Background: an optimization exercise with open tools, aiming at small area. Do not read the settings as production practice. Function was checked by simulation only, so behaviour that the tests miss may differ from the original.

==> flow/design.v, too long to show whole: its modules and the start of the top module <==
// module fpu_fa: 4 lines
// module fpu_ha: 4 lines
// module fpu_unpack: 29 lines
// module fpu_compute: 982 lines
// module fpu_cpa: 299 lines
// module fpu_normalize: 20 lines
// module fpu_top: 50 lines
module fpu_top(
    input clk,
    input [31:0] a,
    input [31:0] b,
    input [1:0] op,
    output [31:0] out
    );
  // ...
==> flow/flow/run.sh <==
#!/bin/bash
# Standard ORFS layout with two changes:
#  - synthesis runs flow/synth.tcl: the standard flow's synthesis script, except that the
#    final ABC mapping of the modules outside the multiplier stage uses an
#    area-oriented ABC script (flow/area.abc);
#  - the input and output ports are buffered with sky130_fd_sc_hd__buf_1
#    instead of the delay buffer that buffer_ports picks by default.
# make's full output goes to flow.log (ORFS's per-step logs are in orfs/logs).
bash standard.sh SYNTH_SCRIPT=$PWD/flow/synth.tcl "BUFFER_PORTS_ARGS=-buffer_cell sky130_fd_sc_hd__buf_1" finish > flow.log 2>&1
==> flow/flow/area.abc <==
strash
dch -f
amap
==> flow/flow/synth.tcl <==
# The standard flow's synthesis script (synth_recipe.tcl), with one change: the final ABC
# mapping of the modules outside the multiplier stage (fpu_compute) uses an
# area-oriented ABC script (area.abc, next to this file) instead of ORFS's
# speed script. Everything else, registers included, is as in synth_recipe.tcl.
proc synth {args} { yosys synth -nofsm -noshare {*}$args }
set my_area_abc [file join [file dirname [file normalize [info script]]] area.abc]
set my_speed_modules {fpu_cpa}
set my_area_modules {fpu_compute fpu_top fpu_unpack fpu_normalize fpu_fa fpu_ha}
proc abc {args} {
  set i [lsearch -exact $args -script]
  set area_args [lreplace $args [expr {$i + 1}] [expr {$i + 1}] $::my_area_abc]
  if {[llength $::my_speed_modules]} { yosys abc {*}$args {*}$::my_speed_modules }
  if {[llength $::my_area_modules]} { yosys abc {*}$area_args {*}$::my_area_modules }
}
# full and half adder cells are taken only from the adder modules
proc extract_fa {args} { yosys extract_fa {*}$args fpu_fa fpu_ha }
source $::env(SCRIPTS_DIR)/synth.tcl
# left out here: clear keep_hierarchy, flatten, clean up, hide names made inside functions, write 1_2_yosys.v
==> flow/standard.sh <==
#!/bin/bash
# synth_recipe.tcl (not shown) runs the flow's synth.tcl, then flattens the netlist and writes it again
# the make line also repeats each setting of config.mk as NAME=value (left out here)
make -C /OpenROAD-flow-scripts/flow DESIGN_CONFIG=/design/flow/config.mk WORK_HOME=/design/flow/orfs CLKGATE_MAP_FILE= SYNTH_SCRIPT=/design/flow/synth_recipe.tcl "${@:-finish}"
==> flow/config.mk <==
export PLATFORM = sky130hd
export DESIGN_NAME = fpu_top
export DESIGN_NICKNAME = fpu_top
export VERILOG_FILES = /design/flow/design.v
export SDC_FILE = /design/flow/constraint.sdc
export NUM_CORES = 4
export LEC_CHECK = 0
export CAP_MARGIN = 20
export CORE_MARGIN = 2
export CORE_UTILIZATION = 40
export PLACE_DENSITY = 0.75
export SLEW_MARGIN = 20
export SYNTH_HIERARCHICAL = 1
export SYNTH_MINIMUM_KEEP_SIZE = 0
==> flow/constraint.sdc <==
create_clock -name core_clock -period 7.5 [get_ports {clk}]
set_input_delay 1.5000 -clock core_clock [delete_from_list [all_inputs] [get_ports {clk}]]
set_output_delay 1.5000 -clock core_clock [all_outputs]
set_load 0.01 [all_outputs]
==> impl_results.md, run 1 <==
- Outcome: timing/DRC/antenna clean
- Fmax achieved: 141 MHz
- CP Launch Type: flop
- Period minus WS final: 7.11 ns
- Met3 Track Usage GR: 7.60%
- Synth area leaders: fa_1 (27%), dfxtp_1 (20%), o22ai_1 (11%), o21ai_0 (10%), nand2_1 (7.4%)
- Die Span X: 223 um
- Ys async rst share: 0%
- Syn avg cell area: 8.30 um2
- # diodes: 0
- Post-Synth Adder-Cell Area: 30.3%
- Non-clk invs: 128
- Sinks on Clock Net: 194
- Hold Path Origin: r4[31]$_DFF_P_
- H-tree Lvls: 4
- Most frequent cells in the layout: o21ai_0 (392), nand2_1 (378), o22ai_1 (348)
- Drt total wl: 66.4 mm
- Die height: 223 um
- CP max FO: 42
- Area fraction of the dominant cell type after synthesis: 26.9%
- P&R area growth vs syn: 14.0%
- Die area: 49800 um2
- Synth cell types: 63
- Pre-CTS setup slack: 0.306 ns
- Clkbuf count: 17
- Syn Nets: 2691
- Cts bufs inserted: 17
- Post-route DRC: 0
==> run 2, diff against run 1 <==
--- a/flow/config.mk
+++ b/flow/config.mk
@@ -9,5 +9,5 @@
 export CORE_MARGIN = 2
 export CORE_UTILIZATION = 40
-export PLACE_DENSITY = 0.75
+export PLACE_DENSITY = 0.9
 export SLEW_MARGIN = 20
 export SYNTH_HIERARCHICAL = 1
==> impl_results.md, run 2 <==
- Vias per inst: 6.31 (was 6.20)
- Port Buffer Count: 98 (unchanged)
- Die height: 223 um (unchanged)
- Cts bufs inserted: 17 (unchanged)
- GRT Residual Overflow: 0 (unchanged)
- CP Launch Type: flop (unchanged)
- Slowest CP cell: o32a_1 (was clkinv_1)
- Syn avg cell area: 8.30 um2 (unchanged)
- Initial core utilization: 40.4% (unchanged)
- I/O pin count: 99 (unchanged)
- CP most frequent cell: fa_1 (unchanged)
- Skew final: 0.0191 ns (was 0.0226 ns)
- Gpl congestion: 1.02 (was 1.03)
- Synth area leaders: fa_1 (27%), dfxtp_1 (20%), o22ai_1 (11%), o21ai_0 (10%), nand2_1 (7.4%) (unchanged)
- Slew Limit Fails: 0 (unchanged)
- Post-route DRC: 0 (unchanged)
- Most numerous cell in the Yosys netlist: o21ai_0 (unchanged)
- CTS max path bufs: 2 (unchanged)
- Die area: 49800 um2 (unchanged)
- Pre-CTS setup slack: 0.411 ns (was 0.306 ns)
- # diodes: 0 (unchanged)
- EDFF count, synth: 0 (unchanged)
- Crit path largest cell delay: 0.69 ns (was 0.78 ns)
- Row count: 80 (unchanged)
- Top cells by count, synth: o21ai_0 (393), nand2_1 (378), o22ai_1 (348), fa_1 (258), dfxtp_1 (194) (unchanged)
- Cell Count, Final, Fillers Out: 3149 (was 3161)
- Register area share after synthesis: 20.2% (unchanged)
- Period minus WS final: 7.06 ns (was 7.11 ns)
- DP Area: 21100 um2 (was 21200 um2)
- Die Span X: 223 um (unchanged)
- Largest regs: r3 (32), r4 (32), r5 (32) (unchanged)
- Postcts setup bufs: 0 (unchanged)
- Most frequent cells in the layout: o21ai_0 (391), nand2_1 (378), o22ai_1 (348) (was o21ai_0 (392), nand2_1 (378), o22ai_1 (348))
- DR pass1 iterations: 6 (was 8)
- P&R area growth vs syn: 13.5% (was 14.0%)
- Placeable Area: 47500 um2 (unchanged)
- Crit-path leading delay family: adder cells (unchanged)
- Number of setup violations in the final report: 0 (unchanged)
- Worst hold path class: flop to flop (unchanged)
- Mapped Cells: 2315 (unchanged)
- Syn Nets: 2691 (unchanged)
- Worst Setup Path Type: flop to flop (unchanged)
- CP Buf/Inv Count: 3 (was 2)
- Largest area contributor in the netlist: fa_1 (unchanged)
- Crit-path cells: bufinv_8 -> buf_4 -> o32a_1 -> buf_4 -> o22ai_1 -> o21ai_0 -> fa_1 -> fa_1 -> fa_1 -> fa_1 -> fa_1 -> ha_1 -> nand3_1 -> nor3_1 -> o211ai_1 -> a311oi_1 -> nor3_2 -> o221a_2 -> o2111ai_1 -> a21oi_1 -> xnor2_1 (was clkinv_4 -> nor2_1 -> clkinv_1 -> o21ai_0 -> fa_1 -> fa_1 -> fa_1 -> fa_1 -> fa_1 -> ha_1 -> nand3_1 -> nor3_2 -> o211ai_1 -> a311oi_1 -> nor3_2 -> o221a_2 -> o211ai_1 -> a21oi_1 -> xnor2_1)
- Warnings from Yosys: 7 (unchanged)
- Fmax achieved: 142 MHz (was 141 MHz)
- Worst-Skew Late Latency: 0.46 ns (was 0.47 ns)
- Commonest register cell after synthesis: dfxtp_1 (unchanged)
- Largest net degree at the start of global routing: 62 (was 51)
- Outcome: timing/DRC/antenna clean (unchanged)
- Detailed-route wire length per cell: 19.9 um (was 21.0 um)
- RSZ-0062 raised after global routing: true (was false)
- Design Area, Final: 21800 um2 (was 21900 um2)
- Layout filler cell count: 4296 (was 4506)
- Worst Path Required: 7.84 ns (about the same)
- Headroom to the max-slew limit: 20.5% (was 20.9%)
- Nets: 2897 (was 2909)
- Worst hold slack: 0.326 ns (about the same)
- Sinks on Clock Net: 194 (unchanged)
- CP max FO: 47 (was 42)
- Max-cap check violation count: 0 (unchanged)
- CTS tree: built (unchanged)
- Period utilization: 94.1% (was 94.9%)
- Drt total wl: 62.8 mm (was 66.4 mm)
- Placed cells: 3117 (was 3127)
- Worst Tran Pin Value: 1.19 ns (was 1.18 ns)
- Initial antenna violation count: 1 (was 0)
- Most common cell after layout, fill and taps aside: o21ai_0 (unchanged)
- Final WS setup: 0.444 ns (was 0.386 ns)
- Antenna Nets Post-Route: 0 (unchanged)
- Area fraction of the dominant cell type after synthesis: 26.9% (unchanged)
- Setup crit end kind: flop (unchanged)
- DR iter-0 viols: 2823 (was 2426)
- H-tree Lvls: 4 (unchanged)
- Total track usage: 25.1% (was 26.3%)
- Post-DP HPWL: 47.2 mm (was 49.4 mm)
- Final Hold Viols: 0 (unchanged)
- Mapped cell area: 19200 um2 (unchanged)
- Vias in the first global route: 18900 (was 18800)
- Ratio of cells with drive above 1 in the final layout: 5.92% (was 6.32%)
- Synth cell types: 63 (unchanged)
- Ys async rst share: 0% (unchanged)
- First-pass GRT wire length: 101 mm (was 103 mm)
- Clock root cell: clkbuf_16 (unchanged)
- Vias: 19900 (was 19600)
- Data arrival, critical path: 7.39 ns (was 7.46 ns)
- Fin util: 45.9% (was 46.1%)
- Number of synthesized register bits: 194 (unchanged)
- Clock-pin slew on the worst setup and hold paths: 0.08 ns (was 0.09 ns)
[run 2: metrics by stage]
stage / TNS, ns
finish: 0
detailed placement: 0
floorplan: 0
CTS: 0
global route: -0.0198
global placement: 0
[run 2: final timing paths]
check | start | to | slack (ns) | depth (start not counted)
setup / recovery | is_mul_S1$_DFF_P_ | u_S2[18]$_DFF_P_ | 0.44 | 21
hold / removal | r4[27]$_DFF_P_ | r5[27]$_DFF_P_ | 0.33 | 0
setup reg to reg | is_mul_S1$_DFF_P_ | u_S2[18]$_DFF_P_ | 0.44 | 21
hold reg to reg | r4[27]$_DFF_P_ | r5[27]$_DFF_P_ | 0.33 | 0
[run 2: repair_timing]
item / 4_1_cts / 5_1_grt
hold buffers: 0 / 0
setup endpoints to repair: 0 / 9
gates resized for setup: 0 / 10
[run 2: worst register-to-register path, cell delays in order, from the launching register on]
cell and delay, ns:
dfxtp_1 0.33, bufinv_8 0.37, buf_4 0.28, o32a_1 0.69, buf_4 0.32, o22ai_1 0.11, o21ai_0 0.28, fa_1 0.49
fa_1 0.47, fa_1 0.41, fa_1 0.52, fa_1 0.43, ha_1 0.40, nand3_1 0.11, nor3_1 0.23, o211ai_1 0.17
a311oi_1 0.33, nor3_2 0.13, o221a_2 0.33, o2111ai_1 0.29, a21oi_1 0.13, xnor2_1 0.13
[run 2: cells by family after synthesis]
kind of cell               count (synthesis)  share of synthesized area [%]
AOI/OAI and AO/OA                       1017                           32.4
and+or+nand+nor                          642                           13.5
adders and majority gates                310                           30.3
DFF                                      194                           20.2
buffers and inverters                    128                           2.50
xor gates and xnor gates                  23                           1.05
muxes                                      1                         0.0521
[run 2: area by class of cell]
type | instances | area, um2 | share of cell area (%)
Timing Repair Buffer | 187 | 1050 | 4.83
Clock buffer | 17 | 425 | 1.95
Sequential cell | 194 | 3890 | 17.8
Tap cell | 615 | 769 | 3.53
Inverter | 128 | 499 | 2.29
Clock inverter | 15 | 198 | 0.907
Multi-Input combinational cell | 1993 | 15000 | 68.7
[run 2: metal layers]
layer	vias up	global-route usage, %	share of wire, %
met5	-	0	0
met4	0	10.8	4.8
met3	253	7.64	13
met2	1401	39.2	44
met1	9125	32.2	38
li1	9077	-	-
[run 2: modules after synthesis (local to each module, per instance)]
module / copies in the design / cells / flops+latches
fpu_top: 1 / 194 / 194
fpu_compute: 1 / 1099 / 0
fpu_fa: 258 / 1 / 0
fpu_normalize: 1 / 253 / 0
fpu_cpa: 1 / 171 / 0
fpu_unpack: 1 / 289 / 0
fpu_ha: 51 / 1 / 0
==> run 3, diff against run 2 <==
==> flow/flow/area2.abc (new file) <==
strash
dc2
dch -f
amap
==> flow/flow/synth.tcl (replaced) <==
# The standard flow's synthesis script (synth_recipe.tcl) with two changes:
#  - the final ABC mapping uses ORFS's speed script only for the final adder
#    of the multiplier (fpu_cpa); the other modules are mapped with the
#    area-oriented ABC scripts named below (files next to this one);
#  - full and half adder cells are extracted only in the adder cell modules
#    fpu_fa and fpu_ha (elsewhere ABC maps the logic).
# Everything else, registers included, is as in synth_recipe.tcl.
proc synth {args} { yosys synth -nofsm -noshare {*}$args }
set my_here [file dirname [file normalize [info script]]]
set my_abc_map [list \
  [list {fpu_cpa} {}] \
  [list {fpu_compute fpu_top fpu_fa fpu_ha} area.abc] \
  [list {fpu_unpack fpu_normalize} area2.abc]]
proc abc {args} {
  foreach m $::my_abc_map {
    lassign $m mods script
    set a $args
    if {$script ne ""} {
      set i [lsearch -exact $a -script]
      set a [lreplace $a [expr {$i + 1}] [expr {$i + 1}] [file join $::my_here $script]]
    }
    yosys abc {*}$a {*}$mods
  }
}
proc extract_fa {args} { yosys extract_fa {*}$args fpu_fa fpu_ha }
source $::env(SCRIPTS_DIR)/synth.tcl
# left out here: clear keep_hierarchy, flatten, clean up, hide names made inside functions, write 1_2_yosys.v
==> impl_results.md, run 3 <==
- Sinks on Clock Net: 194 (unchanged)
- CP max FO: 10 (was 47)
- Largest regs: r3 (32), r4 (32), r5 (32) (unchanged)
- Register area share after synthesis: 20.4% (was 20.2%)
- Antenna Nets Post-Route: 0 (unchanged)
- FF-to-FF path depth: 23 (was 21)
- Warnings from Yosys: 7 (unchanged)
- CTS max path bufs: 2 (unchanged)
- Skew final: 0.0149 ns (was 0.0191 ns)
- Most frequent cells in the layout: o21ai_0 (370), o22ai_1 (362), nand2_1 (335) (was o21ai_0 (391), nand2_1 (378), o22ai_1 (348))
- CTS tree: built (unchanged)
- Number of setup violations in the final report: 0 (unchanged)
- Worst Path Required: 7.89 ns (was 7.84 ns)
- Fmax achieved: 140 MHz (was 142 MHz)
- Worst hold path class: flop to flop (unchanged)
- Mapped Cells: 2289 (was 2315)
- Vias per inst: 6.26 (was 6.31)
- Synth cell types: 60 (was 63)
- Port Buffer Count: 98 (unchanged)
- Routed length on met2: 27.3 mm (was 27.6 mm)
- Post-DP HPWL: 45.4 mm (was 47.2 mm)
- Final Hold Viols: 0 (unchanged)
- CP Launch Type: flop (unchanged)
- DR pass1 iterations: 10 (was 6)
- Period utilization: 95.4% (was 94.1%)
- Max-cap check violation count: 0 (unchanged)
- Syn avg cell area: 8.34 um2 (was 8.30 um2)
- Nets: 2881 (was 2897)
- Largest area contributor in the netlist: fa_1 (unchanged)
- Worst Setup Path Type: flop to flop (unchanged)
- Synth area leaders: fa_1 (27%), dfxtp_1 (20%), o22ai_1 (12%), o21ai_0 (9.8%), nand2_1 (6.6%) (was fa_1 (27%), dfxtp_1 (20%), o22ai_1 (11%), o21ai_0 (10%), nand2_1 (7.4%))
- Met3 WL: 7.68 mm (was 8.20 mm)
- Post-route DRC: 0 (unchanged)
- Commonest register cell after synthesis: dfxtp_1 (unchanged)
- Wl on met1: 23.5 mm (was 23.9 mm)
- First-pass GRT wire length: 96.9 mm (was 101 mm)
- Die area: 49500 um2 (was 49800 um2)
- Data arrival, critical path: 7.55 ns (was 7.39 ns)
- Setup_tns: 0 ns (unchanged)
- Die height: 222 um (was 223 um)
- Most common cell after layout, fill and taps aside: o21ai_0 (unchanged)
- Largest net degree at the start of global routing: 51 (was 62)
- Gpl congestion: 0.981 (was 1.02)
- Total track usage: 24.3% (was 25.1%)
- Worst hold slack: 0.319 ns (was 0.326 ns)
- Setup crit end kind: flop (unchanged)
- Vias: 19600 (was 19900)
- Row count: 80 (unchanged)
- Number of synthesized register bits: 194 (unchanged)
- Slew Limit Fails: 0 (unchanged)
- Area fraction of the dominant cell type after synthesis: 27.1% (was 26.9%)
- Worst Tran Pin Value: 1.08 ns (was 1.19 ns)
- Clock root cell: clkbuf_16 (unchanged)
- Clock-pin slew on the worst setup and hold paths: 0.09 ns (was 0.08 ns)
- Mapped cell area: 19100 um2 (was 19200 um2)
- Hold buffers post-CTS: 0 (unchanged)
- Outcome: timing/DRC/antenna clean (unchanged)
- Worst R2R Start: d_S1[1]$_DFF_P_ (was is_mul_S1$_DFF_P_)
- Max layer used: met4 (unchanged)
- Setup crit end: u_S2[18]$_DFF_P_ (unchanged)
- Most numerous cell in the Yosys netlist: o21ai_0 (unchanged)
- Reg2reg setup slack: 0.34 ns (was 0.44 ns)
- DR iter-0 viols: 2889 (was 2823)
- Initial core utilization: 40.2% (was 40.4%)
- Worst-Skew Late Latency: 0.46 ns (about the same)
- # diodes: 0 (unchanged)
- Placed cells: 3100 (was 3117)
- Critical Path Start: d_S1[1]$_DFF_P_ (was is_mul_S1$_DFF_P_)
- Headroom to the max-slew limit: 27.7% (was 20.5%)
- RSZ-0062 raised after global routing: false (was true)
- Initial antenna violation count: 0 (was 1)
- Worst reg2reg endpoint: u_S2[18]$_DFF_P_ (unchanged)
- Detailed-route wire length per cell: 19.6 um (was 19.9 um)
- Period minus WS final: 7.16 ns (was 7.06 ns)
- Layout filler cell count: 4468 (was 4296)
- Ys async rst share: 0% (unchanged)
- GRT Residual Overflow: 0 (unchanged)
- H-tree Lvls: 4 (unchanged)
- P&R area growth vs syn: 13.9% (was 13.5%)
- Placeable Area: 47400 um2 (was 47500 um2)
- Top cells by count, synth: o21ai_0 (372), o22ai_1 (362), nand2_1 (335), fa_1 (258), nor2_1 (206) (was o21ai_0 (393), nand2_1 (378), o22ai_1 (348), fa_1 (258), dfxtp_1 (194))
- Drt total wl: 61.4 mm (was 62.8 mm)
- Cts bufs inserted: 17 (unchanged)
- Final WS setup: 0.342 ns (was 0.444 ns)
- Syn Nets: 2665 (was 2691)
- Cell Count, Final, Fillers Out: 3133 (was 3149)
- Ratio of cells with drive above 1 in the final layout: 6.24% (was 5.92%)
- I/O pin count: 99 (unchanged)
- Pre-CTS setup slack: 0.342 ns (was 0.411 ns)
- Die Span X: 222 um (was 223 um)
- Vias in the first global route: 18400 (was 18900)
- EDFF count, synth: 0 (unchanged)
## run 3: cell count changes after synthesis, sizes merged, moves of 9 or more
| cell | change |
|---|---|
| o22ai | +14 |
| clkinv | -11 |
| o21ai | -21 |
| nor3 | +9 |
| nand2 | -43 |
| o22a | -11 |
| nor2 | +22 |
| o221ai | -10 |
## run 3: worst min-delay path by stage
| stage | cells after the start | startpoint | end |
|---|---|---|---|
| 2_1_floorplan | 0 | e_S1[0]$_DFF_P_ | e_S2[0]$_DFF_P_ |
| 3_3_place_gp | 0 | e_S1[7]$_DFF_P_ | e_S2[7]$_DFF_P_ |
| 3_5_place_dp | 0 | r3[22]$_DFF_P_ | r4[22]$_DFF_P_ |
| 4_1_cts | 0 | r3[23]$_DFF_P_ | r4[23]$_DFF_P_ |
| 5_1_grt | 0 | r4[13]$_DFF_P_ | r5[13]$_DFF_P_ |
| 6_report | 0 | r3[23]$_DFF_P_ | r4[23]$_DFF_P_ |
## run 3: per-stage QoR
stage               utilization, %  instance area (um2)
floorplan                        -                19100
global placement              44.4                21100
detailed placement            44.4                21100
CTS                           45.8                21700
global route                  45.8                21700
finish                        45.8                21700
## run 3: cell families after synthesis
kind of cell,Yosys count,share of synthesized area [%]
buffers and inverters,117,2.30
adder cells (fa/ha/maj),310,30.5
XOR/XNOR,23,1.06
AO/OA/AOI/OAI,990,31.6
flip-flops,194,20.4
AND/OR/NAND/NOR,654,14.2
multiplexers,1,0.0525
## run 3: critical path, cell delays in order (launching register included)
cell and delay [ns]:
dfxtp_1 0.40, clkinv_1 0.20, nor2_1 0.21, nand3_1 0.12, o21ai_0 0.45, o311ai_2 0.40
buf_4 0.29, o22ai_1 0.14, o21ai_0 0.13, fa_1 0.49, fa_1 0.45, fa_1 0.44
fa_1 0.56, fa_1 0.41, ha_1 0.34, a21oi_1 0.21, o21ai_1 0.08, a21oi_1 0.23
a211oi_1 0.17, nor3_2 0.45, o221a_2 0.38, o2111ai_1 0.18, a21oi_1 0.20, xnor2_1 0.13
## run 3: cell type report
type	instances	area [um2]	share of cell area [%]
inverters	117	452	2.08
well taps	615	769	3.54
multi-input cells	1978	14900	68.4
clock inverters	15	220	1.01
flip-flops and latches	194	3880	17.9
repair buffers	197	1110	5.11
clock buffers	17	425	1.96
## run 3: timing repair
| action | in CTS | in global routing |
|---|---|---|
| endpoints found under the setup margin | 0 | 6 |
| gates resized for setup | 0 | 4 |
| setup buffers | 0 | 0 |
## run 3: modules after synthesis (local to each module, per instance), a selection
module	cells	copies in the design	area [um2]	flip-flops and latches
fpu_compute	1099	1	5510	0
fpu_top	194	1	3880	194
fpu_unpack	284	1	1480	0
fpu_normalize	232	1	1340	0
fpu_fa	1	258	20.0	0
fpu_ha	1	51	12.5	0
## run 3: per-layer routing
layer  vias to the layer above  GRT usage, %
li1                       9016             -
met1                      8956          30.9
met2                      1386          39.2
met3                       244          6.04
met4                         0          10.6
met5                         -             0
==> run 4, diff against run 3 <==
--- a/flow/config.mk
+++ b/flow/config.mk
@@ -9,5 +9,5 @@
 export CORE_MARGIN = 2
 export CORE_UTILIZATION = 40
-export PLACE_DENSITY = 0.9
+export PLACE_DENSITY = 0.95
 export SLEW_MARGIN = 20
 export SYNTH_HIERARCHICAL = 1
==> impl_results.md, run 4 <==
- Mapped cell area: 19100 um2 (unchanged)
- Largest family of logic cells by synthesized area: compound AO/OA/AOI/OAI gates (unchanged)
- Period minus WS final: 7.30 ns (was 7.16 ns)
- Synth cell types: 60 (unchanged)
- Crit-path cells: clkinv_4 -> nor2_1 -> clkinv_1 -> buf_4 -> nand2_1 -> o21ai_0 -> fa_1 -> fa_1 -> fa_1 -> fa_1 -> fa_1 -> ha_1 -> nand3_1 -> nor3_1 -> o211ai_1 -> a311oi_2 -> nor3_2 -> o221a_2 -> o211ai_1 -> a21oi_1 -> xnor2_1 (was clkinv_1 -> nor2_1 -> nand3_1 -> o21ai_0 -> o311ai_2 -> buf_4 -> o22ai_1 -> o21ai_0 -> fa_1 -> fa_1 -> fa_1 -> fa_1 -> fa_1 -> ha_1 -> a21oi_1 -> o21ai_1 -> a21oi_1 -> a211oi_1 -> nor3_2 -> o221a_2 -> o2111ai_1 -> a21oi_1 -> xnor2_1)
- Gpl congestion: 1.02 (was 0.981)
- Detailed-route wire length per cell: 20.8 um (was 19.6 um)
- Warnings from Yosys: 7 (unchanged)
- Fmax achieved: 137 MHz (was 140 MHz)
- DR pass1 iterations: 8 (was 10)
- Post-Synth XOR/XNOR Area: 1.06% (unchanged)
- GRT Residual Overflow: 0 (unchanged)
- Worst Setup Path Type: flop to flop (unchanged)
- Data arrival, critical path: 7.66 ns (was 7.55 ns)
- Synth area leaders: fa_1 (27%), dfxtp_1 (20%), o22ai_1 (12%), o21ai_0 (9.8%), nand2_1 (6.6%) (unchanged)
- Compound-Gate Fraction of Synth Area: 31.6% (unchanged)
- Initial core utilization: 40.2% (unchanged)
- Post-synthesis mux area share: 0.0525% (unchanged)
- Worst R2R Start: is_mul_S1$_DFF_P_ (was d_S1[1]$_DFF_P_)
- CTS tree: built (unchanged)
- Clock-pin slew on the worst setup and hold paths: 0.08 ns (was 0.09 ns)
- Die height: 222 um (unchanged)
- Critical Path Start: is_mul_S1$_DFF_P_ (was d_S1[1]$_DFF_P_)
- Drt total wl: 65.0 mm (was 61.4 mm)
- Most frequent cells in the layout: o21ai_0 (367), o22ai_1 (362), nand2_1 (335) (was o21ai_0 (370), o22ai_1 (362), nand2_1 (335))
- CTS max path bufs: 2 (unchanged)
- # diodes: 0 (unchanged)
- Area of the multi-input gates: 14900 um2 (about the same)
- Worst hold path class: flop to flop (unchanged)
- Headroom to the max-slew limit: 30.7% (was 27.7%)
- Number of setup violations in the final report: 0 (unchanged)
- Max-cap check violation count: 0 (unchanged)
- DP Area: 21000 um2 (was 21100 um2)
- Cts bufs inserted: 17 (unchanged)
- CP most frequent cell: fa_1 (unchanged)
- Ratio of cells with drive above 1 in the final layout: 6.14% (was 6.24%)
- Largest net degree at the start of global routing: 74 (was 51)
- Skew final: 0.0146 ns (was 0.0149 ns)
- Antenna Nets Post-Route: 0 (unchanged)
- Post-Synth Simple-Gate Area: 14.2% (unchanged)
- Post-DP HPWL: 47.9 mm (was 45.4 mm)
- Slew Limit Fails: 0 (unchanged)
- Area fraction of the dominant cell type after synthesis: 27.1% (unchanged)
- Commonest register cell after synthesis: dfxtp_1 (unchanged)
- Outcome: timing/DRC/antenna clean (unchanged)
- Ys async rst share: 0% (unchanged)
- Most numerous cell in the Yosys netlist: o21ai_0 (unchanged)
- Placed cells: 3092 (was 3100)
- Largest area contributor in the netlist: fa_1 (unchanged)
- Setup crit end kind: flop (unchanged)
- Vias: 20000 (was 19600)
- Most common cell after layout, fill and taps aside: o21ai_0 (unchanged)
- CP max FO: 25 (was 10)
- Placeable Area: 47400 um2 (unchanged)
- Nets: 2873 (was 2881)
- Mapped Cells: 2289 (unchanged)
- Post-Synth Adder-Cell Area: 30.5% (unchanged)
- Worst Path Required: 7.85 ns (was 7.89 ns)
- Clock root cell: clkbuf_16 (unchanged)
- Hold Path Origin: r3[24]$_DFF_P_ (was r3[23]$_DFF_P_)
- Setup_tns: 0 ns (unchanged)
- I/O pin count: 99 (unchanged)
- Cell Count, Final, Fillers Out: 3125 (was 3133)
- Number of synthesized register bits: 194 (unchanged)
- Post-route DRC: 0 (unchanged)
- EDFF count, synth: 0 (unchanged)
- DR iter-0 viols: 2762 (was 2889)
- Layout filler cell count: 4428 (was 4468)
- Die area: 49500 um2 (unchanged)
- Slowest CP cell: clkinv_1 (was fa_1)
- Syn Nets: 2665 (unchanged)
- Pre-CTS setup slack: 0.154 ns (was 0.342 ns)
- Vias in the first global route: 19100 (was 18400)
- Reg2reg setup slack: 0.20 ns (was 0.34 ns)
- H-tree Lvls: 4 (unchanged)
- Final WS setup: 0.195 ns (was 0.342 ns)
- Initial antenna violation count: 0 (unchanged)
- Syn avg cell area: 8.34 um2 (unchanged)
- Crit path largest cell delay: 0.72 ns (was 0.56 ns)
- Vias per inst: 6.39 (was 6.26)
- FF/Latch Area: 3880 um2 (unchanged)
- Port Buffer Count: 98 (unchanged)
- Largest regs: r3 (32), r4 (32), r5 (32) (unchanged)
- Worst-Skew Late Latency: 0.46 ns (about the same)
- Row count: 80 (unchanged)
- CP Launch Type: flop (unchanged)
- Top cells by count, synth: o21ai_0 (372), o22ai_1 (362), nand2_1 (335), fa_1 (258), nor2_1 (206) (unchanged)
- Worst Tran Pin Value: 1.04 ns (was 1.08 ns)
- Design Area, Final: 21700 um2 (about the same)
- Final Hold Viols: 0 (unchanged)
- First-pass GRT wire length: 102 mm (was 96.9 mm)
- Sinks on Clock Net: 194 (unchanged)
- Period utilization: 97.4% (was 95.4%)
- Total track usage: 26.0% (was 24.3%)
- CP Buf/Inv Count: 3 (was 2)
- Die Span X: 222 um (unchanged)
- P&R area growth vs syn: 13.7% (was 13.9%)
- Crit-path leading delay family: adder cells (unchanged)
- Register area share after synthesis: 20.4% (unchanged)
[run 4: cell counts after synthesis]
No cell type changed its count.
[run 4: metal layers]
metal  vias up  track usage [%]  part of all wire (%)
met2      1556             40.3                    44
met3       347             8.54                    14
met4         0             15.2                   6.7
li1       8986                -                     -
met5         -                0                     0
met1      9069             31.6                    36
[run 4: layout make-up]
| type | instances | share of cell area (%) |
|---|---|---|
| clock buffer | 18 | 1.98 |
| clock inverter | 14 | 0.819 |
| inverter | 117 | 2.10 |
| multi-input combinational | 1978 | 68.8 |
| sequential | 194 | 17.9 |
| tap | 615 | 3.55 |
| timing repair buffer | 189 | 4.90 |
[run 4: final timing paths]
check,to,cells past startpoint
hold reg to reg,r4[24]$_DFF_P_,0
setup / recovery,u_S2[21]$_DFF_P_,21
setup reg to reg,u_S2[21]$_DFF_P_,21
hold / removal,r4[24]$_DFF_P_,0
[run 4: modules after synthesis (local to each module, per instance)]
module         copies in the design  cells inside  area (um2)
fpu_cpa                           1           171        1060
fpu_unpack                        1           284        1480
fpu_top                           1           194        3880
fpu_normalize                     1           232        1340
fpu_ha                           51             1        12.5
fpu_compute                       1          1099        5510
fpu_fa                          258             1        20.0
[run 4: cell families (layout without fill, tap and decap cells)]
| logic type | Yosys count | in the layout |
|---|---|---|
| and+or+nand+nor | 654 | 654 |
| adders and majority gates | 310 | 310 |
| DFF | 194 | 194 |
| xor gates and xnor gates | 23 | 23 |
| muxes | 1 | 1 |
| buffers and inverters | 117 | 338 |
| AOI/OAI and AO/OA | 990 | 990 |
[run 4: what timing repair did]
action                                  in CTS  in global routing
hold buffers                                 0                  0
resized for setup                            0                 14
hold endpoints to repair                     0                  0
setup buffers                                0                  0
endpoints found under the setup margin       0                 11
[run 4: through the flow]
stage	utilization, %	hold slack, ns
after floorplan	-	0.310
after detailed placement	44.3	0.312
final	45.7	0.320
after CTS	45.6	0.323
after global placement	44.3	0.310
after global routing	45.7	0.317
[run 4: worst register-to-register path: stages (launching register included)]
cell and delay (ns):
dfxtp_1 0.40, clkinv_4 0.16, nor2_1 0.50, clkinv_1 0.72, buf_4 0.46, nand2_1 0.08, o21ai_0 0.12, fa_1 0.60
fa_1 0.45, fa_1 0.40, fa_1 0.53, fa_1 0.43, ha_1 0.37, nand3_1 0.13, nor3_1 0.26, o211ai_1 0.22
a311oi_2 0.38, nor3_2 0.12, o221a_2 0.32, o211ai_1 0.28, a21oi_1 0.14, xnor2_1 0.15
==> run 5, diff against run 4 <==
==> flow/flow/run.sh (replaced) <==
#!/bin/bash
# Standard ORFS layout (the standard.sh) with two changes:
#  - synthesis runs flow/synth.tcl: the standard flow's synthesis script, except that the
#    final ABC mapping uses area-oriented ABC scripts (flow/area.abc,
#    flow/area2.abc) for every module but the multiplier's final adder, and
#    full/half adder cells are extracted only in the adder cell modules;
#  - the input and output ports are buffered with sky130_fd_sc_hd__buf_1
#    instead of the delay buffer that buffer_ports picks by default.
# make's full output goes to flow.log (ORFS's per-step logs are in orfs/logs).
bash standard.sh SYNTH_SCRIPT=$PWD/flow/synth.tcl "BUFFER_PORTS_ARGS=-buffer_cell sky130_fd_sc_hd__buf_1" finish > flow.log 2>&1
--- a/flow/config.mk
+++ b/flow/config.mk
@@ -9,5 +9,6 @@
 export CORE_MARGIN = 2
 export CORE_UTILIZATION = 40
-export PLACE_DENSITY = 0.95
+export GPL_ROUTABILITY_DRIVEN = 0
+export PLACE_DENSITY = 0.9
 export SLEW_MARGIN = 20
 export SYNTH_HIERARCHICAL = 1
==> impl_results.md, run 5 <==
- Die height: 222 um (unchanged)
- Vias in the first global route: 18400 (was 19100)
- Setup crit end kind: flop (unchanged)
- Crit-path leading delay family: adder cells (unchanged)
- Number of synthesized register bits: 194 (unchanged)
- Cts bufs inserted: 17 (unchanged)
- Drt total wl: 61.7 mm (was 65.0 mm)
- Worst hold path class: flop to flop (unchanged)
- Crit-path cells: clkinv_1 -> nand4_1 -> o32a_1 -> buf_4 -> o22ai_1 -> o21ai_0 -> fa_1 -> fa_1 -> fa_1 -> fa_1 -> fa_1 -> ha_1 -> nand3_1 -> nor3_1 -> o211ai_1 -> a311oi_2 -> nor3_2 -> o221a_4 -> o2111ai_1 -> a21oi_1 -> xnor2_1 (was clkinv_4 -> nor2_1 -> clkinv_1 -> buf_4 -> nand2_1 -> o21ai_0 -> fa_1 -> fa_1 -> fa_1 -> fa_1 -> fa_1 -> ha_1 -> nand3_1 -> nor3_1 -> o211ai_1 -> a311oi_2 -> nor3_2 -> o221a_2 -> o211ai_1 -> a21oi_1 -> xnor2_1)
- EDFF count, synth: 0 (unchanged)
- Commonest register cell after synthesis: dfxtp_1 (unchanged)
- Port Buffer Count: 98 (unchanged)
- First-pass GRT wire length: 96.5 mm (was 102 mm)
- Initial core utilization: 40.2% (unchanged)
- Synth cell types: 60 (unchanged)
- DR pass1 iterations: 8 (unchanged)
- Register area share after synthesis: 20.4% (unchanged)
- Ys async rst share: 0% (unchanged)
- CTS max path bufs: 2 (unchanged)
- Warnings from Yosys: 7 (unchanged)
- Mapped cell area: 19100 um2 (unchanged)
- Clock root cell: clkbuf_16 (unchanged)
- Antenna Nets Post-Route: 0 (unchanged)
- Outcome: timing/DRC/antenna clean (unchanged)
- Largest net degree at the start of global routing: 57 (was 74)
- Slowest CP cell: o32a_1 (was clkinv_1)
- Max-cap check violation count: 0 (unchanged)
- DR iter-0 viols: 3127 (was 2762)
- Setup_tns: 0 ns (unchanged)
- Ratio of cells with drive above 1 in the final layout: 6.14% (unchanged)
- Fmax achieved: 141 MHz (was 137 MHz)
- Sinks on Clock Net: 194 (unchanged)
- Nets: 2873 (unchanged)
- Worst Setup Path Type: flop to flop (unchanged)
- Largest regs: r3 (32), r4 (32), r5 (32) (unchanged)
- Headroom to the max-slew limit: 25.2% (was 30.7%)
- CP Buf/Inv Count: 2 (was 3)
- CP max FO: 14 (was 25)
- Placeable Area: 47400 um2 (unchanged)
- Detailed-route wire length per cell: 19.7 um (was 20.8 um)
- Vias per inst: 6.40 (was 6.39)
- Data arrival, critical path: 7.48 ns (was 7.66 ns)
- RSZ-0062 raised after global routing: false
- Syn avg cell area: 8.34 um2 (unchanged)
- Post-route DRC: 0 (unchanged)
- CP Launch Type: flop (unchanged)
- Row count: 80 (unchanged)
- Worst hold slack: 0.329 ns (was 0.320 ns)
- Area fraction of the dominant cell type after synthesis: 27.1% (unchanged)
- CP most frequent cell: fa_1 (unchanged)
- Post-DP HPWL: 45.6 mm (was 47.9 mm)
- Number of setup violations in the final report: 0 (unchanged)
- CTS tree: built (unchanged)
- Clock-pin slew on the worst setup and hold paths: 0.09 ns (was 0.08 ns)
- GRT Residual Overflow: 0 (unchanged)
- Most frequent cells in the layout: o21ai_0 (366), o22ai_1 (362), nand2_1 (335) (was o21ai_0 (367), o22ai_1 (362), nand2_1 (335))
- Period minus WS final: 7.11 ns (was 7.30 ns)
- # diodes: 0 (unchanged)
- Worst Tran Pin Value: 1.12 ns (was 1.04 ns)
- Largest area contributor in the netlist: fa_1 (unchanged)
- Syn Nets: 2665 (unchanged)
- Die area: 49500 um2 (unchanged)
- Total track usage: 24.2% (was 26.0%)
- Synth area leaders: fa_1 (27%), dfxtp_1 (20%), o22ai_1 (12%), o21ai_0 (9.8%), nand2_1 (6.6%) (unchanged)
- Slew Limit Fails: 0 (unchanged)
- I/O pin count: 99 (unchanged)
- Die Span X: 222 um (unchanged)
- Worst Path Required: 7.87 ns (was 7.85 ns)
- Top cells by count, synth: o21ai_0 (372), o22ai_1 (362), nand2_1 (335), fa_1 (258), nor2_1 (206) (unchanged)
- Crit path largest cell delay: 0.57 ns (was 0.72 ns)
- Final Hold Viols: 0 (unchanged)
- P&R area growth vs syn: 13.9% (was 13.7%)
- Most numerous cell in the Yosys netlist: o21ai_0 (unchanged)
- H-tree Lvls: 4 (unchanged)
- Vias: 20000 (about the same)
- Mapped Cells: 2289 (unchanged)
- Period utilization: 94.8% (was 97.4%)
- Worst-Skew Late Latency: 0.47 ns (was 0.46 ns)
- Skew final: 0.0185 ns (was 0.0146 ns)
- Most common cell after layout, fill and taps aside: o21ai_0 (unchanged)
- Initial antenna violation count: 0 (unchanged)
==> run 5: cell counts after synthesis <==
No cell type changed its count.
==> run 5: worst register-to-register path, stage by stage (launching register included) <==
cell	delay (ns)
dfxtp_1	0.45
clkinv_1	0.20
nand4_1	0.25
o32a_1	0.57
buf_4	0.31
o22ai_1	0.11
o21ai_0	0.31
fa_1	0.52
fa_1	0.53
fa_1	0.41
fa_1	0.51
fa_1	0.42
ha_1	0.39
nand3_1	0.12
nor3_1	0.30
o211ai_1	0.19
a311oi_2	0.30
nor3_2	0.13
o221a_4	0.30
o2111ai_1	0.32
a21oi_1	0.15
xnor2_1	0.22
==> run 5: timing repair <==
action | 4_1_cts | 5_1_grt
setup endpoints to repair | 1 | 12
hold buffers | 0 | 0
gates resized for setup | 1 | 16
setup buffers | 0 | 0
pin swaps | 0 | 1
==> run 5: cell type report <==
cell class                      instances  area (um2)
Clock buffer                           17         425
Timing Repair Buffer                  189        1070
Inverter                              117         468
Fill cell                            4399       25700
Multi-Input combinational cell       1978       14900
Clock inverter                         15         225
Tap cell                              615         769
Sequential cell                       194        3880
==> run 5: stage by stage <==
stage | cell area, um2 | std cells | util (%) | worst slack [ns]
after floorplan | 19100 | 2289 | - | 0.0486
after global routing | 21700 | 3125 | 45.8 | 0.0171
after global placement | 21000 | 3092 | 44.3 | 0.608
after CTS | 21700 | 3125 | 45.7 | 0.295
final | 21700 | 3125 | 45.8 | 0.393
after detailed placement | 21000 | 3093 | 44.3 | 0.0693
==> run 5: path summary, 6_finish.rpt <==
path	startpoint	to	slack, ns	depth (start not counted)
setup / recovery	d_S1[2]$_DFF_P_	u_S2[18]$_DFF_P_	0.39	21
hold reg to reg	e_S1[3]$_DFF_P_	e_S2[3]$_DFF_P_	0.33	0
setup reg to reg	d_S1[2]$_DFF_P_	u_S2[18]$_DFF_P_	0.39	21
hold / removal	e_S1[3]$_DFF_P_	e_S2[3]$_DFF_P_	0.33	0
==> run 5: per-layer routing <==
metal / up-vias / wire, um / GRT usage, %
met4: 0 / 3620 / 11.9
met1: 9117 / 22600 / 30.1
met5: - / 0 / 0
met2: 1543 / 26800 / 38.0
met3: 343 / 8600 / 7.70
li1: 8984 / - / -
==> run 5: modules after synthesis (local to each module, per instance) <==
module	area [um2]	flops+latches
fpu_unpack	1480	0
fpu_normalize	1340	0
fpu_compute	5510	0
fpu_ha	12.5	0
fpu_top	3880	194
fpu_fa	20.0	0
fpu_cpa	1060	0
==> run 5: kinds of logic after synthesis <==
family / Yosys count / share of synthesized area, %
AO/OA/AOI/OAI: 990 / 31.6
adder cells (fa/ha/maj): 310 / 30.5
flip-flops: 194 / 20.4
AND/OR/NAND/NOR: 654 / 14.2
multiplexers: 1 / 0.0525
buffers and inverters: 117 / 2.30
XOR/XNOR: 23 / 1.06
==> run 6, diff against run 5 <==
--- a/flow/config.mk
+++ b/flow/config.mk
@@ -8,6 +8,5 @@
 export CAP_MARGIN = 20
 export CORE_MARGIN = 2
-export CORE_UTILIZATION = 40
-export GPL_ROUTABILITY_DRIVEN = 0
+export CORE_UTILIZATION = 60
 export PLACE_DENSITY = 0.9
 export SLEW_MARGIN = 20
==> impl_results.md, run 6 <==
- Outcome: timing/DRC/antenna clean (unchanged)
- Die height: 182 um (was 222 um)
- CP max FO: 31 (was 14)
- P&R area growth vs syn: 12.7% (was 13.9%)
- First-pass GRT wire length: 103 mm (was 96.5 mm)
- Fmax achieved: 139 MHz (was 141 MHz)
- Top cells by count, synth: o21ai_0 (372), o22ai_1 (362), nand2_1 (335), fa_1 (258), nor2_1 (206) (unchanged)
- Headroom to the max-slew limit: 18.4% (was 25.2%)
- Worst Tran Pin Value: 1.22 ns (was 1.12 ns)
- Skew final: 0.0169 ns (was 0.0185 ns)
- Syn avg cell area: 8.34 um2 (unchanged)
- DR pass1 iterations: 6 (was 8)
- Mapped cell area: 19100 um2 (unchanged)
- Clock root cell: clkbuf_16 (unchanged)
- Cts bufs inserted: 17 (unchanged)
- Most frequent cells in the layout: o21ai_0 (370), o22ai_1 (362), nand2_1 (335) (was o21ai_0 (366), o22ai_1 (362), nand2_1 (335))
- EDFF count, synth: 0 (unchanged)
- CTS max path bufs: 2 (unchanged)
- Clock-pin slew on the worst setup and hold paths: 0.08 ns (was 0.09 ns)
- DP Area: 20900 um2 (was 21000 um2)
- Syn Nets: 2665 (unchanged)
- Sinks on Clock Net: 194 (unchanged)
- Synth area leaders: fa_1 (27%), dfxtp_1 (20%), o22ai_1 (12%), o21ai_0 (9.8%), nand2_1 (6.6%) (unchanged)
- Drt total wl: 65.4 mm (was 61.7 mm)
- Period minus WS final: 7.18 ns (was 7.11 ns)
- RSZ-0062 raised after global routing: false (unchanged)
- Worst Path Required: 7.82 ns (was 7.87 ns)
- CTS tree: built (unchanged)
- Period utilization: 95.8% (was 94.8%)
- Port Buffer Count: 98 (unchanged)
- Crit path largest cell delay: 0.74 ns (was 0.57 ns)
- Gpl congestion: 1.00
- Total track usage: 39.5% (was 24.2%)
- Cell Count, Final, Fillers Out: 2925 (was 3125)
- Placeable Area: 31500 um2 (was 47400 um2)
- CP most frequent cell: fa_1 (unchanged)
- Vias: 20000 (about the same)
- CP Launch Type: flop (unchanged)
- Postcts setup bufs: 0 (unchanged)
- # diodes: 0 (unchanged)
- Register area share after synthesis: 20.4% (unchanged)
- Worst-Skew Late Latency: 0.44 ns (was 0.47 ns)
- Initial antenna violation count: 0 (unchanged)
- I/O pin count: 99 (unchanged)
- Largest regs: r3 (32), r4 (32), r5 (32) (unchanged)
- Die Span X: 182 um (was 222 um)
- Antenna Nets Post-Route: 0 (unchanged)
- Data arrival, critical path: 7.50 ns (was 7.48 ns)
- CP Buf/Inv Count: 3 (was 2)
- Detailed-route wire length per cell: 22.4 um (was 19.7 um)
- Slew Limit Fails: 0 (unchanged)
- Hold buffers post-CTS: 0 (unchanged)
- Final Hold Viols: 0 (unchanged)
- Mapped Cells: 2289 (unchanged)
- Number of setup violations in the final report: 0 (unchanged)
- Max-cap check violation count: 0 (unchanged)
- Worst hold path class: flop to flop (unchanged)
- Row count: 65 (was 80)
- Vias in the first global route: 19200 (was 18400)
- H-tree Lvls: 4 (unchanged)
- Die area: 33200 um2 (was 49500 um2)
- Warnings from Yosys: 7 (unchanged)
- Commonest register cell after synthesis: dfxtp_1 (unchanged)
- Slowest CP cell: o311ai_2 (was o32a_1)
- Worst Setup Path Type: flop to flop (unchanged)
- Crit-path leading delay family: adder cells (unchanged)
- Design Area, Final: 21500 um2 (was 21700 um2)
- GRT Residual Overflow: 0 (unchanged)
- Nets: 2886 (was 2873)
- Ratio of cells with drive above 1 in the final layout: 6.38% (was 6.14%)
- Placed cells: 2893 (was 3093)
- Initial core utilization: 60.6% (was 40.2%)
- DR iter-0 viols: 2479 (was 3127)
- Fin util: 68.3% (was 45.8%)
- Most numerous cell in the Yosys netlist: o21ai_0 (unchanged)
- Setup_tns: 0 ns (unchanged)
- Post-route DRC: 0 (unchanged)
- Crit-path cells: clkinv_4 -> buf_4 -> o311ai_2 -> buf_6 -> o22ai_1 -> nand2_1 -> o21ai_0 -> fa_1 -> fa_1 -> fa_1 -> fa_1 -> fa_1 -> ha_1 -> nand3_1 -> nor3_1 -> o211ai_1 -> a311oi_1 -> nor3_2 -> o221a_2 -> o2111ai_1 -> a21oi_1 -> xnor2_1 (was clkinv_1 -> nand4_1 -> o32a_1 -> buf_4 -> o22ai_1 -> o21ai_0 -> fa_1 -> fa_1 -> fa_1 -> fa_1 -> fa_1 -> ha_1 -> nand3_1 -> nor3_1 -> o211ai_1 -> a311oi_2 -> nor3_2 -> o221a_4 -> o2111ai_1 -> a21oi_1 -> xnor2_1)
- Synth cell types: 60 (unchanged)
- Most common cell after layout, fill and taps aside: o21ai_0 (unchanged)
- Area fraction of the dominant cell type after synthesis: 27.1% (unchanged)
- Vias per inst: 6.82 (was 6.40)
- Reg2reg setup slack: 0.32 ns (was 0.39 ns)
- Number of synthesized register bits: 194 (unchanged)
- Ys async rst share: 0% (unchanged)
- Post-CTS Resized: 0 (was 1)
- Setup crit end kind: flop (unchanged)
- Largest net degree at the start of global routing: 60 (was 57)
- Post-DP HPWL: 49.0 mm (was 45.6 mm)
- Largest area contributor in the netlist: fa_1 (unchanged)
==> run 6: per-module statistics from Yosys, one instance, submodules excluded <==
module	copies in the design	area, um2	cells inside	flip-flops and latches
fpu_compute	1	5510	1099	0
fpu_cpa	1	1060	171	0
fpu_fa	258	20.0	1	0
fpu_ha	51	12.5	1	0
fpu_normalize	1	1340	232	0
fpu_top	1	3880	194	194
fpu_unpack	1	1480	284	0
==> run 6: through the flow <==
stage               setup slack [ns]  hold WS, ns
global placement               0.545        0.310
CTS                            0.330        0.317
global route                  0.0203        0.320
floorplan                     0.0486        0.310
detailed placement             0.356        0.312
finish                         0.317        0.321
==> run 6: path summary, 6_finish.rpt <==
| kind | startpoint | endpoint | depth (start not counted) |
|---|---|---|---|
| setup / recovery | is_mul_S1$_DFF_P_ | u_S2[18]$_DFF_P_ | 22 |
| hold / removal | r3[31]$_DFF_P_ | r4[31]$_DFF_P_ | 0 |
| setup reg to reg | is_mul_S1$_DFF_P_ | u_S2[18]$_DFF_P_ | 22 |
| hold reg to reg | r3[31]$_DFF_P_ | r4[31]$_DFF_P_ | 0 |
==> run 6: worst register-to-register path, stage by stage (launching register included) <==
cell and delay (ns):
dfxtp_1 0.42, clkinv_4 0.18, buf_4 0.29, o311ai_2 0.74, buf_6 0.32, o22ai_1 0.13, nand2_1 0.10, o21ai_0 0.22
fa_1 0.53, fa_1 0.47, fa_1 0.43, fa_1 0.51, fa_1 0.42, ha_1 0.38, nand3_1 0.12, nor3_1 0.25
o211ai_1 0.17, a311oi_1 0.36, nor3_2 0.12, o221a_2 0.33, o2111ai_1 0.32, a21oi_1 0.13, xnor2_1 0.15
==> run 6: logic make-up (layout without fill, tap and decap cells) <==
family	after synthesis	after routing	share of synthesized area, %
multiplexers	1	1	0.0525
AND/OR/NAND/NOR	654	654	14.2
buffers and inverters	117	351	2.30
XOR/XNOR	23	23	1.06
adder cells (fa/ha/maj)	310	310	30.5
AO/OA/AOI/OAI	990	990	31.6
flip-flops	194	194	20.4
==> run 6: area by class of cell <==
class                   instances  area (um2)
fillers                      2506        9970
inverters                     117         449
well taps                     402         503
clock inverters                14         188
clock buffers                  18         429
multi-input cells            1978       14900
repair buffers                202        1150
flip-flops and latches        194        3880
==> run 6: layer usage <==
layer	wire length [um]	track usage [%]	part of all wire [%]
met1	24900	51.6	38
met2	27400	59.1	42
met3	9850	14.2	15
met4	3330	17.7	5.1
met5	0	0	0
==> run 7, diff against run 6 <==
--- a/flow/config.mk
+++ b/flow/config.mk
@@ -8,5 +8,5 @@
 export CAP_MARGIN = 20
 export CORE_MARGIN = 2
-export CORE_UTILIZATION = 60
+export CORE_UTILIZATION = 40
 export PLACE_DENSITY = 0.9
 export SLEW_MARGIN = 20
==> impl_results.md, run 7 <==
- Fmax achieved: 140 MHz (was 139 MHz)
- DR iter-0 viols: 2889 (was 2479)
- Commonest register cell after synthesis: dfxtp_1 (unchanged)
- Met3 WL: 7.68 mm (was 9.85 mm)
- P&R area growth vs syn: 13.9% (was 12.7%)
- Port Buffer Count: 98 (unchanged)
- Skew final: 0.0149 ns (was 0.0169 ns)
- RSZ-0062 raised after global routing: false (unchanged)
- Top cells by count, synth: o21ai_0 (372), o22ai_1 (362), nand2_1 (335), fa_1 (258), nor2_1 (206) (unchanged)
- CP Launch Type: flop (unchanged)
- Setup crit end kind: flop (unchanged)
- Row count: 80 (was 65)
- Sinks on Clock Net: 194 (unchanged)
- Register area share after synthesis: 20.4% (unchanged)
- Area of the multi-input gates: 14900 um2 (about the same)
- Syn Nets: 2665 (unchanged)
- Vias: 19600 (was 20000)
- Layout filler cell count: 4468 (was 2506)
- # diodes: 0 (unchanged)
- Post-CTS Resized: 0 (unchanged)
- Antenna Nets Post-Route: 0 (unchanged)
- Postcts setup bufs: 0 (unchanged)
- First-pass GRT wire length: 96.9 mm (was 103 mm)
- WHS Path Cells: 0 (unchanged)
- Most common cell after layout, fill and taps aside: o21ai_0 (unchanged)
- Post-DP HPWL: 45.4 mm (was 49.0 mm)
- Worst reg2reg endpoint: u_S2[18]$_DFF_P_ (unchanged)
- Mapped Cells: 2289 (unchanged)
- Mapped cell area: 19100 um2 (unchanged)
- Die area: 49500 um2 (was 33200 um2)
- Initial antenna violation count: 0 (unchanged)
- Vias per inst: 6.26 (was 6.82)
- CTS max path bufs: 2 (unchanged)
- Max layer used: met4 (unchanged)
- EDFF count, synth: 0 (unchanged)
- Gpl congestion: 0.981 (was 1.00)
- Routed length on met2: 27.3 mm (was 27.4 mm)
- Vias in the first global route: 18400 (was 19200)
- CTS tree: built (unchanged)
- Outcome: timing/DRC/antenna clean (unchanged)
- Number of synthesized register bits: 194 (unchanged)
- Data arrival, critical path: 7.55 ns (was 7.50 ns)
- Die height: 222 um (was 182 um)
- Detailed-route wire length per cell: 19.6 um (was 22.4 um)
- Synth cell types: 60 (unchanged)
- I/O pin count: 99 (unchanged)
- Synth area leaders: fa_1 (27%), dfxtp_1 (20%), o22ai_1 (12%), o21ai_0 (9.8%), nand2_1 (6.6%) (unchanged)
- DR pass1 iterations: 10 (was 6)
- Ys async rst share: 0% (unchanged)
- Final Hold Viols: 0 (unchanged)
- Setup_tns: 0 ns (unchanged)
- Most frequent cells in the layout: o21ai_0 (370), o22ai_1 (362), nand2_1 (335) (unchanged)
- Worst Hold Path EP: r4[23]$_DFF_P_ (was r4[31]$_DFF_P_)
- H-tree Lvls: 4 (unchanged)
- Largest net degree at the start of global routing: 51 (was 60)
- Worst Setup Path Type: flop to flop (unchanged)
- Clock-pin slew on the worst setup and hold paths: 0.09 ns (was 0.08 ns)
- Placeable Area: 47400 um2 (was 31500 um2)
- Wl on met1: 23.5 mm (was 24.9 mm)
- Initial core utilization: 40.2% (was 60.6%)
- Worst-Skew Late Latency: 0.46 ns (was 0.44 ns)
- Clock root cell: clkbuf_16 (unchanged)
- Warnings from Yosys: 7 (unchanged)
- Worst Tran Pin Value: 1.08 ns (was 1.22 ns)
- Largest regs: r3 (32), r4 (32), r5 (32) (unchanged)
- Die Span X: 222 um (was 182 um)
- FF/Latch Area: 3880 um2 (unchanged)
- Number of setup violations in the final report: 0 (unchanged)
- Largest area contributor in the netlist: fa_1 (unchanged)
- Worst Path Required: 7.89 ns (was 7.82 ns)
- Worst hold path class: flop to flop (unchanged)
- GRT Residual Overflow: 0 (unchanged)
- Period minus WS final: 7.16 ns (was 7.18 ns)
- Post-route DRC: 0 (unchanged)
- Reg2reg setup slack: 0.34 ns (was 0.32 ns)
- Max-cap check violation count: 0 (unchanged)
- Syn avg cell area: 8.34 um2 (unchanged)
- Total track usage: 24.3% (was 39.5%)
- Nets: 2881 (was 2886)
- CP max FO: 10 (was 31)
- Hold buffers post-CTS: 0 (unchanged)
- Cts bufs inserted: 17 (unchanged)
- Drt total wl: 61.4 mm (was 65.4 mm)
- Worst hold slack: 0.319 ns (was 0.321 ns)
- Most numerous cell in the Yosys netlist: o21ai_0 (unchanged)
- Headroom to the max-slew limit: 27.7% (was 18.4%)
- Worst R2R Start: d_S1[1]$_DFF_P_ (was is_mul_S1$_DFF_P_)
- Period utilization: 95.4% (was 95.8%)
- Hold Path Origin: r3[23]$_DFF_P_ (was r3[31]$_DFF_P_)
- Area fraction of the dominant cell type after synthesis: 27.1% (unchanged)
- FF-to-FF path depth: 23 (was 22)
- Ratio of cells with drive above 1 in the final layout: 6.24% (was 6.38%)
- Slew Limit Fails: 0 (unchanged)
[run 7: kinds of logic (layout without fill, tap and decap cells)]
logic type      count (synthesis)  after routing  share of synthesized area, %
buf+inv                       117            346                          2.30
mux                             1              1                        0.0525
xor+xnor                       23             23                          1.06
compound gates                990            990                          31.6
simple gates                  654            654                          14.2
fa+ha+maj                     310            310                          30.5
flops                         194            194                          20.4
[run 7: cell type report]
| cell class | count | share of cell area [%] |
|---|---|---|
| inverter | 117 | 2.08 |
| tap | 615 | 3.54 |
| clock inverter | 15 | 1.01 |
| sequential | 194 | 17.9 |
| timing repair buffer | 197 | 5.11 |
| clock buffer | 17 | 1.96 |
| multi-input combinational | 1978 | 68.4 |
[run 7: modules after synthesis, one instance, submodules excluded]
module         flops+latches  cell area (um2)
fpu_compute                0             5510
fpu_unpack                 0             1480
fpu_normalize              0             1340
fpu_top                  194             3880
fpu_cpa                    0             1060
fpu_ha                     0             12.5
fpu_fa                     0             20.0
[run 7: worst max path at each step]
| stage | slack (ns) | end | from | cells after the start |
|---|---|---|---|---|
| 2_1_floorplan | 0.05 | u_S2[18]$_DFF_P_ | is_mul_S1$_DFF_P_ | 21 |
| 3_3_place_gp | 0.46 | u_S2[18]$_DFF_P_ | is_add_S1$_DFF_P_ | 24 |
| 3_5_place_dp | 0.34 | r3[30]$_DFF_P_ | sub_S2$_DFF_P_ | 27 |
| 4_1_cts | 0.11 | r3[30]$_DFF_P_ | sub_S2$_DFF_P_ | 27 |
| 5_1_grt | 0.02 | r3[30]$_DFF_P_ | sub_S2$_DFF_P_ | 28 |
| 6_report | 0.34 | u_S2[18]$_DFF_P_ | d_S1[1]$_DFF_P_ | 23 |
[run 7: worst max-delay path: stages, from the launching register on]
cell and delay, ns:
dfxtp_1 0.40, clkinv_1 0.20, nor2_1 0.21, nand3_1 0.12, o21ai_0 0.45, o311ai_2 0.40
buf_4 0.29, o22ai_1 0.14, o21ai_0 0.13, fa_1 0.49, fa_1 0.45, fa_1 0.44
fa_1 0.56, fa_1 0.41, ha_1 0.34, a21oi_1 0.21, o21ai_1 0.08, a21oi_1 0.23
a211oi_1 0.17, nor3_2 0.45, o221a_2 0.38, o2111ai_1 0.18, a21oi_1 0.20, xnor2_1 0.13
[run 7: through the flow]
stage / setup slack, ns / utilization [%] / cell area, um2 / cells
after floorplan: 0.0486 / - / 19100 / 2289
after global placement: 0.460 / 44.4 / 21100 / 3100
after detailed placement: 0.342 / 44.4 / 21100 / 3100
after CTS: 0.112 / 45.8 / 21700 / 3132
after global routing: 0.0218 / 45.8 / 21700 / 3133
final: 0.342 / 45.8 / 21700 / 3133
[run 7: layer usage]
metal  global-route usage, %  vias to the layer above
li1                        -                     9016
met1                    30.9                     8956
met2                    39.2                     1386
met3                    6.04                      244
met4                    10.6                        0
met5                       0                        -
==> run 8, diff against run 7 <==
--- a/flow/config.mk
+++ b/flow/config.mk
@@ -8,6 +8,6 @@
 export CAP_MARGIN = 20
 export CORE_MARGIN = 2
-export CORE_UTILIZATION = 40
-export PLACE_DENSITY = 0.9
+export CORE_UTILIZATION = 50
+export PLACE_DENSITY = 0.85
 export SLEW_MARGIN = 20
 export SYNTH_HIERARCHICAL = 1
==> impl_results.md, run 8 <==
- Outcome: timing/DRC/antenna clean (unchanged)
- Skew final: 0.0119 ns (was 0.0149 ns)
- Most common cell after layout, fill and taps aside: o21ai_0 (unchanged)
- Post-DP HPWL: 49.1 mm (was 45.4 mm)
- GRT Residual Overflow: 0 (unchanged)
- Gpl congestion: 1.02 (was 0.981)
- Worst Setup Path Type: flop to flop (unchanged)
- Antenna Nets Post-Route: 0 (unchanged)
- Commonest register cell after synthesis: dfxtp_1 (unchanged)
- DP Area: 21000 um2 (was 21100 um2)
- Post-route DRC: 0 (unchanged)
- Final WS setup: 0.484 ns (was 0.342 ns)
- Area fraction of the dominant cell type after synthesis: 27.1% (unchanged)
- Drt total wl: 64.9 mm (was 61.4 mm)
- Die height: 199 um (was 222 um)
- Critical Path Start: d_S1[1]$_DFF_P_ (unchanged)
- Most numerous cell in the Yosys netlist: o21ai_0 (unchanged)
- CP most frequent cell: fa_1 (unchanged)
- Ratio of cells with drive above 1 in the final layout: 6.84% (was 6.24%)
- Final Hold Viols: 0 (unchanged)
- Hold buffers post-CTS: 0 (unchanged)
- Nets: 2894 (was 2881)
- Largest regs: r3 (32), r4 (32), r5 (32) (unchanged)
- Initial core utilization: 50.7% (was 40.2%)
- Data arrival, critical path: 7.40 ns (was 7.55 ns)
- CP max FO: 24 (was 10)
- First-pass GRT wire length: 100 mm (was 96.9 mm)
- Top cells by count, synth: o21ai_0 (372), o22ai_1 (362), nand2_1 (335), fa_1 (258), nor2_1 (206) (unchanged)
- Synth cell types: 60 (unchanged)
- I/O pin count: 99 (unchanged)
- Setup crit end kind: flop (unchanged)
- Number of setup violations in the final report: 0 (unchanged)
- Worst Path Required: 7.88 ns (was 7.89 ns)
- Port Buffer Count: 98 (unchanged)
- Most frequent cells in the layout: o21ai_0 (369), o22ai_1 (362), nand2_1 (335) (was o21ai_0 (370), o22ai_1 (362), nand2_1 (335))
- Mapped cell area: 19100 um2 (unchanged)
- Largest net degree at the start of global routing: 51 (unchanged)
- Cell Count, Final, Fillers Out: 3042 (was 3133)
- Largest area contributor in the netlist: fa_1 (unchanged)
- Detailed-route wire length per cell: 21.3 um (was 19.6 um)
- Die area: 39700 um2 (was 49500 um2)
- Ys async rst share: 0% (unchanged)
- CTS max path bufs: 2 (unchanged)
- Sinks on Clock Net: 194 (unchanged)
- Clock root cell: clkbuf_16 (unchanged)
- Register area share after synthesis: 20.4% (unchanged)
run 8: cell types whose count changed in the layout (fill, tap and decap cells not counted), moves of 2 or more:
cell,previous run,this run
inv_16,1,3
buf_4,99,111
o311ai_4,0,3
inv_12,5,2
o311ai_2,10,7
run 8: critical path: cells and delay by family (launching register included):
kind            cells  cell delay, ns
flops               1            0.38
compound gates     10            2.21
buf+inv             2            0.45
xor+xnor            1            0.13
simple gates        4            0.88
fa+ha+maj           6            2.90
run 8: kinds of logic after synthesis:
family                     share of synthesized area [%]
AOI/OAI and AO/OA                                   31.6
DFF                                                 20.4
muxes                                             0.0525
and+or+nand+nor                                     14.2
adders and majority gates                           30.5
xor gates and xnor gates                            1.06
buffers and inverters                               2.30
run 8: path summary, 6_finish.rpt:
path	end	slack, ns	cells past startpoint
worst max register to register	u_S2[18]$_DFF_P_	0.48	23
worst max-delay path	u_S2[18]$_DFF_P_	0.48	23
worst min-delay path	r5[25]$_DFF_P_	0.32	0
worst min register to register	r5[25]$_DFF_P_	0.32	0
run 8: final cells by class:
class                           instances  area (um2)
Tap cell                              511         639
Multi-Input combinational cell       1978       14900
Clock inverter                         15         230
Inverter                              117         450
Clock buffer                           17         425
Sequential cell                       194        3880
Fill cell                            3287       15900
Timing Repair Buffer                  210        1220
run 8: modules after synthesis, one instance, submodules excluded:
module / area (um2) / flops+latches / times used / cells
fpu_fa: 20.0 / 0 / 258 / 1
fpu_ha: 12.5 / 0 / 51 / 1
fpu_cpa: 1060 / 0 / 1 / 171
fpu_top: 3880 / 194 / 1 / 194
fpu_unpack: 1480 / 0 / 1 / 284
fpu_compute: 5510 / 0 / 1 / 1099
fpu_normalize: 1340 / 0 / 1 / 232
run 8: what timing repair did:
action	4_1_cts	5_1_grt
endpoints found under the hold margin	0	0
endpoints found under the setup margin	1	14
setup buffers	0	5
cloned	0	0
pin swaps	0	2
gates resized for setup	1	10
run 8: metal layers:
layer  global-route usage (%)  part of all wire [%]
met5                        0                     0
met4                     14.0                   4.3
met3                     10.4                    14
met2                     49.8                    44
met1                     41.9                    38
run 8: per-stage QoR:
step                      util [%]  hold slack, ns
final                         57.8           0.321
after global routing          57.8           0.331
after CTS                     57.5           0.326
after detailed placement      55.8           0.312
after global placement        55.8           0.310
after floorplan                  -           0.310

## static timing again, ports no longer ideal
No port has a modelled driver above. Below, the same layouts with a new extraction and two added sets of constraints.
Step 1: set_driving_cell puts a clkbuf_16 on clk and a buf_2 on each other input, an assumption about the parent block.
Step 2 adds t to the input delays and takes it off the output delays; t is the mean of the earliest and latest rising clock arrival at the registers after step 1. Input paths then give back, and output paths get back, about the clock's delay inside the block.
a / b / c = ideal ports / drivers / drivers and shift; a / b = the first two.
| run | t (ns) | setup WS [ns] | clock arrival spread, ns | worst slew at a driven data input, ns |
|---|---|---|---|---|
| run 1 | 0.504 | 0.386 / 0.386 / 0.386 | 0.022 / 0.023 | 0.06 |
| run 2 | 0.502 | 0.444 / 0.444 / 0.444 | 0.020 / 0.019 | 0.06 |
| run 3 | 0.508 | 0.342 / 0.342 / 0.342 | 0.015 / 0.015 | 0.05 |
| run 4 | 0.500 | 0.195 / 0.195 / 0.195 | 0.015 / 0.014 | 0.05 |
| run 5 | 0.508 | 0.393 / 0.393 / 0.393 | 0.019 / 0.019 | 0.05 |
| run 6 | 0.483 | 0.317 / 0.317 / 0.317 | 0.017 / 0.017 | 0.04 |
| run 7 | 0.508 | 0.342 / 0.342 / 0.342 | 0.015 / 0.015 | 0.05 |
| run 8 | 0.489 | 0.484 / 0.484 / 0.484 | 0.018 / 0.019 | 0.06 |
After both steps setup and hold are still met in every run listed.
